Background: an optimization exercise with open tools, aiming at small area and a short achievable clock period. Do not read the settings as production practice.
Where RTL was checked, it was by simulation tests only, not by an equivalence proof against the original.
Power is estimated from default activity; no workload was simulated.

==> flow/design.v <==
module Val2gen (
    input         m,
    input         I,
    input  [31:0] Val_RM,
    input  [11:0] imm,
    input  [11:0] shift_operand,
    output [31:0] Val2
);
wire [4:0] n   = shift_operand[11:7];
wire [1:0] st  = shift_operand[6:5];
wire       t_lsl = (st == 2'b00);
wire       t_ror = (st == 2'b11);
wire       t_asr = (st == 2'b10);
wire       nm    = ~m;
wire       sh    = nm & ~I;
wire [30:0] hi;
wire [31:0] lo;
genvar i;
generate
    for (i = 0; i < 31; i = i + 1) begin : g_hi
        wire rs = (t_ror & Val_RM[i]) | (t_asr & Val_RM[31]) | (t_lsl & Val_RM[i+1]);
        if (i < 8)
            assign hi[i] = I ? imm[i] : rs;
        else
            assign hi[i] = ~I & rs;
    end
    for (i = 0; i < 32; i = i + 1) begin : g_lo
        if (i < 8)
            assign lo[i] = sh ? (~t_lsl & Val_RM[i]) : imm[i];
        else if (i < 12)
            assign lo[i] = sh ? (~t_lsl & Val_RM[i]) : (m & imm[i]);
        else if (i < 31)
            assign lo[i] = sh & ~t_lsl & Val_RM[i];
        else
            assign lo[i] = sh & (t_lsl ? Val_RM[0] : Val_RM[31]);
    end
endgenerate
wire [4:0] k = {5{nm}} & (I ? {imm[11:8], 1'b0} : (n ^ {5{t_lsl}}));
wire [62:0] s0 = {hi, lo};
wire [46:0] s4 = k[4] ? s0[62:16] : s0[46:0];
wire [38:0] s3 = k[3] ? s4[46:8]  : s4[38:0];
wire [34:0] s2 = k[2] ? s3[38:4]  : s3[34:0];
wire [32:0] s1 = k[1] ? s2[34:2]  : s2[32:0];
assign Val2    = k[0] ? s1[32:1]  : s1[31:0];
endmodule
module ALU (input [3:0] ALU_Comnd,
            input [31:0] Val1, Val2,
            input C,
            output [31:0] ALU_out,
            output [3:0] SR);
wire [3:0] cmd = ALU_Comnd;
wire add   = cmd == 4'b0010;
wire adc   = cmd == 4'b0011;
wire sub   = cmd == 4'b0100;
wire sbc   = cmd == 4'b0101;
wire arith = add | adc | sub | sbc;
wire neg   = sub | sbc;
wire pos   = add | adc;
wire cin   = ((adc | sbc) & C) | sub;
reg [3:0] t;
always @(*) begin
    case (cmd)
    4'b0001: t = 4'b1010;            
    4'b1001: t = 4'b0101;            
    4'b0010, 4'b0011,
    4'b1000: t = 4'b0110;            
    4'b0100, 4'b0101: t = 4'b1001;   
    4'b0110: t = 4'b1000;            
    4'b0111: t = 4'b1110;            
    default: t = 4'b0000;
    endcase
end
wire [31:0] A = Val1, B = Val2;
wire [31:0] X, g, k;
genvar i;
generate
    for (i = 0; i < 32; i = i + 1) begin : g_bit
        assign X[i] = t[{A[i], B[i]}];
        assign g[i] = A[i] & ((B[i] & pos) | (~B[i] & neg));
        assign k[i] = (A[i] & arith) | (B[i] & pos) | (~B[i] & neg);
    end
endgenerate
wire [32:0] c;       
prefix_carry #(.N(32), .TYPE(1)) pc (.g(g), .k(k), .cin(cin), .c(c));
assign ALU_out = X ^ c[31:0];
wire [31:0] zb = ~(X ^ {k[30:0], cin});
wire Z1 = &zb;
wire N1 = ALU_out[31];
wire C1 = c[32] ^ neg;
wire V1 = arith & ~(A[31] ^ B[31] ^ neg) & (A[31] ^ c[31]);
assign SR = {Z1, C1, N1, V1};
endmodule
module prefix_carry #(parameter N = 32, parameter TYPE = 1) (
    input  [N-1:0] g, k,
    input          cin,
    output [N:0]   c
);
localparam L = 5;    
localparam S = 2*L;
wire [N*(S+1)-1:0] G, K;
genvar s, i;
generate
    for (i = 0; i < N; i = i + 1) begin : g_l0
        if (i == 0) begin : g_c
            assign G[0] = g[0] | (k[0] & cin);
            assign K[0] = 1'b0;
        end else begin : g_n
            assign G[i] = g[i];
            assign K[i] = k[i];
        end
    end
    for (s = 1; s <= S; s = s + 1) begin : g_st
        for (i = 0; i < N; i = i + 1) begin : g_b
            localparam integer J =
                (TYPE == 0) ? ((s <= L && i >= (1 << (s-1))) ? i - (1 << (s-1)) : -1) :
                (TYPE == 1) ? ((s <= L && ((i >> (s-1)) & 1)) ? ((i >> (s-1)) << (s-1)) - 1 : -1) :
                (TYPE == 2) ? ((s <= L) ? ((((i + 1) % (1 << s)) == 0) ? i - (1 << (s-1)) : -1)
                                        : ((s < S && ((i + 1) % (1 << (S-s))) == (1 << (S-s-1)) && i >= (1 << (S-s)))
                                              ? i - (1 << (S-s-1)) : -1)) :
                      ((s <= L) ? (((i % 2) == 1 && i >= (1 << (s-1))) ? i - (1 << (s-1)) : -1)
                            : ((s == L+1 && (i % 2) == 0 && i > 0) ? i - 1 : -1));
            if (J >= 0) begin : g_op
                assign G[s*N+i] = G[(s-1)*N+i] | (K[(s-1)*N+i] & G[(s-1)*N+J]);
                assign K[s*N+i] = K[(s-1)*N+i] & K[(s-1)*N+J];
            end else begin : g_pass
                assign G[s*N+i] = G[(s-1)*N+i];
                assign K[s*N+i] = K[(s-1)*N+i];
            end
        end
    end
endgenerate
assign c = {G[S*N +: N], cin};
endmodule
module EXE_stage(
                input [31:0] PC,
                input MEM_R_EN,
                input MEM_W_EN,
                input [3:0] EXE_CMD,
                input S,
                input I,
                input [31:0] Val_RN,
                input [31:0] Val_RM,
                input [11:0] imm,
                input [11:0] shift_operand,
                input signed [23:0] signed_immed_24,
                input [3:0] status,
                output wire [31:0] BranchAddr,
                output [3:0] status_out,
                output wire [31:0] ALU_out
                );
wire [31:0] Val2;
            Val2gen val2gen_instance (
                                      .m(MEM_R_EN|MEM_W_EN),
                                      .I(I),
                                      .Val_RM(Val_RM),
                                      .imm(imm),
                                      .shift_operand(shift_operand),
                                      .Val2(Val2)
                                     );
assign BranchAddr[1:0]  = PC[1:0];
assign BranchAddr[31:2] = PC[31:2] + {{6{signed_immed_24[23]}}, signed_immed_24};
            ALU alu_instance(
                             .ALU_Comnd(EXE_CMD),
                             .Val1(Val_RN),
                             .Val2(Val2),
                             .C(status[2]),
                             .ALU_out(ALU_out),
                             .SR(status_out)
                            );
endmodule
module arm_exe (
    input             clk,
    input             rst,
    input      [31:0] PC,
    input             MEM_R_EN,
    input             MEM_W_EN,
    input      [3:0]  EXE_CMD,
    input             I,
    input      [31:0] Val_RN,
    input      [31:0] Val_RM,
    input      [11:0] imm,
    input      [11:0] shift_operand,
    input      [23:0] signed_immed_24,
    input      [3:0]  status,
    output reg [31:0] BranchAddr,
    output reg [3:0]  status_out,
    output reg [31:0] ALU_out
);
wire [31:0] branch_w, alu_w;
wire [3:0]  status_w;
EXE_stage exe (
    .PC(PC), .MEM_R_EN(MEM_R_EN), .MEM_W_EN(MEM_W_EN), .EXE_CMD(EXE_CMD),
    .S(1'b0), .I(I), .Val_RN(Val_RN), .Val_RM(Val_RM), .imm(imm),
    .shift_operand(shift_operand), .signed_immed_24(signed_immed_24),
    .status(status), .BranchAddr(branch_w), .status_out(status_w),
    .ALU_out(alu_w)
);
always @(posedge clk or posedge rst) begin
    if (rst) begin
        BranchAddr <= 32'b0;
        status_out <= 4'b0;
        ALU_out    <= 32'b0;
    end else begin
        BranchAddr <= branch_w;
        status_out <= status_w;
        ALU_out    <= alu_w;
    end
end
endmodule
export LEC_CHECK = 0
export ABC_AREA = 1
export CAP_MARGIN = 20
export CORE_MARGIN = 2
export CORE_UTILIZATION = 40
export CTS_BUF_LIST = sky130_fd_sc_hd__clkbuf_4 sky130_fd_sc_hd__clkbuf_8
export PLACE_DENSITY = 0.6
export SETUP_SLACK_MARGIN = 3.6
export SLEW_MARGIN = 20
create_clock -name core_clock -period 10.0 [get_ports {clk}]
standard.sh (not shown) runs the stock make flow with config.mk's settings and CLKGATE_MAP_FILE= SYNTH_SCRIPT=/design/flow/synth_recipe.tcl, a recipe that flattens the netlist after the stock synthesis.
==> flow/flow/run.sh <==
#!/bin/bash
# Own layout flow: the standard ORFS flow (standard.sh) with two changes:
#  - synthesis maps with the ABC script in flow/abc.script (an area-oriented
#    mapping; OpenROAD's repair steps buffer and size the netlist later),
#  - the port buffers that global placement inserts are buf_1 cells.
# Everything else (synthesis script, floorplan, power grid, tap cells,
# placement, CTS, routing) is the standard flow. Each tool's output goes
# to the ORFS logs under orfs/logs; make's own output to flow_make.log.
set -euo pipefail
W=$(pwd)
rm -rf "$W/own_scripts"
cp -r "$FLOW_HOME/scripts" "$W/own_scripts"
cp "$W/flow/abc.script" "$W/own_scripts/abc_area.script"
export SCRIPTS_DIR="$W/own_scripts"
export BUFFER_PORTS_ARGS="-buffer_cell sky130_fd_sc_hd__buf_1"
bash "$W/standard.sh" > "$W/flow_make.log" 2>&1
==> flow/flow/abc.script <==
strash
dch
map -D 4000
buffer -c
upsize -c
dnsize -c
The starting point finished with timing, DRC and antenna clean.
==> next run, changes <==
--- a/flow/design.v
+++ b/flow/design.v
@@ -79,11 +79,11 @@
         assign g[i] = A[i] & ((B[i] & pos) | (~B[i] & neg));
         assign k[i] = (A[i] & arith) | (B[i] & pos) | (~B[i] & neg);
     end
 endgenerate
 wire [32:0] c;       
-prefix_carry #(.N(32), .TYPE(1)) pc (.g(g), .k(k), .cin(cin), .c(c));
+prefix_carry #(.N(32), .TYPE(2)) pc (.g(g), .k(k), .cin(cin), .c(c));
 assign ALU_out = X ^ c[31:0];
 wire [31:0] zb = ~(X ^ {k[30:0], cin});
 wire Z1 = &zb;
 wire N1 = ALU_out[31];
 wire C1 = c[32] ^ neg;
@@ -155,12 +155,24 @@
                                       .Val_RM(Val_RM),
                                       .imm(imm),
                                       .shift_operand(shift_operand),
                                       .Val2(Val2)
                                      );
-assign BranchAddr[1:0]  = PC[1:0];
-assign BranchAddr[31:2] = PC[31:2] + {{6{signed_immed_24[23]}}, signed_immed_24};
+wire [24:0] ba_lo = {1'b0, PC[25:2]} + {1'b0, signed_immed_24};
+wire        ba_c  = ba_lo[24];
+wire        ba_s  = signed_immed_24[23];
+wire [5:0]  ba_h  = PC[31:26];
+wire [5:0]  ba_hi;
+genvar j;
+generate
+    for (j = 0; j < 6; j = j + 1) begin : g_hi
+        wire ones  = (j == 0) ? 1'b1 : &ba_h[(j == 0 ? 0 : j-1):0];
+        wire zeros = (j == 0) ? 1'b1 : ~|ba_h[(j == 0 ? 0 : j-1):0];
+        assign ba_hi[j] = ba_h[j] ^ ((ba_c & ~ba_s & ones) | (~ba_c & ba_s & zeros));
+    end
+endgenerate
+assign BranchAddr = {ba_hi, ba_lo[23:0], PC[1:0]};
             ALU alu_instance(
                              .ALU_Comnd(EXE_CMD),
                              .Val1(Val_RN),
                              .Val2(Val2),
                              .C(status[2]),
=> The new run finished clean. Clock power grows by about 7%. Via count is lower by 2.3%. Sequential power stays flat. Synthesized area shrinks by about 2.8%. Global-route usage barely changes. Cell count went down by 0.46%. Setup slack gets worse by 0.39 ns. Routed wire length fell by about 4%. Final area went up by about 6%.
The RTL of the second run of this note was laid out without a check of its function.

## re-timing with driven ports
In the flow no input, the clock included, has a driving cell. The finished layouts below were timed again as built, in two steps.
Step 1, drivers: a clkbuf_16 drives clk and a buf_2 each remaining input, both assumed.
Step 2 also shifts input and output timing later by t, the mid clock arrival at the registers, as if the neighbouring blocks saw the same clock.
a / b / c = no drivers / after step 1 / after step 2; a / b = the first two.
run	shift t [ns]	setup slack, ns	hold slack, ns	worst setup path after step 2	worst register clock-pin slew, ns
the first run	0.386	3.935 / 3.953 / 3.567	1.740 / 1.726 / 2.112	input to register	0.09 / 0.09
the second run	0.408	3.542 / 3.565 / 3.157	1.669 / 1.646 / 2.055	input to register	0.11 / 0.11
After both steps every run listed still meets setup and hold. The setup slack of the second run, which loses most, moves by +0.023 ns with the drivers and by -0.385 ns with both steps.
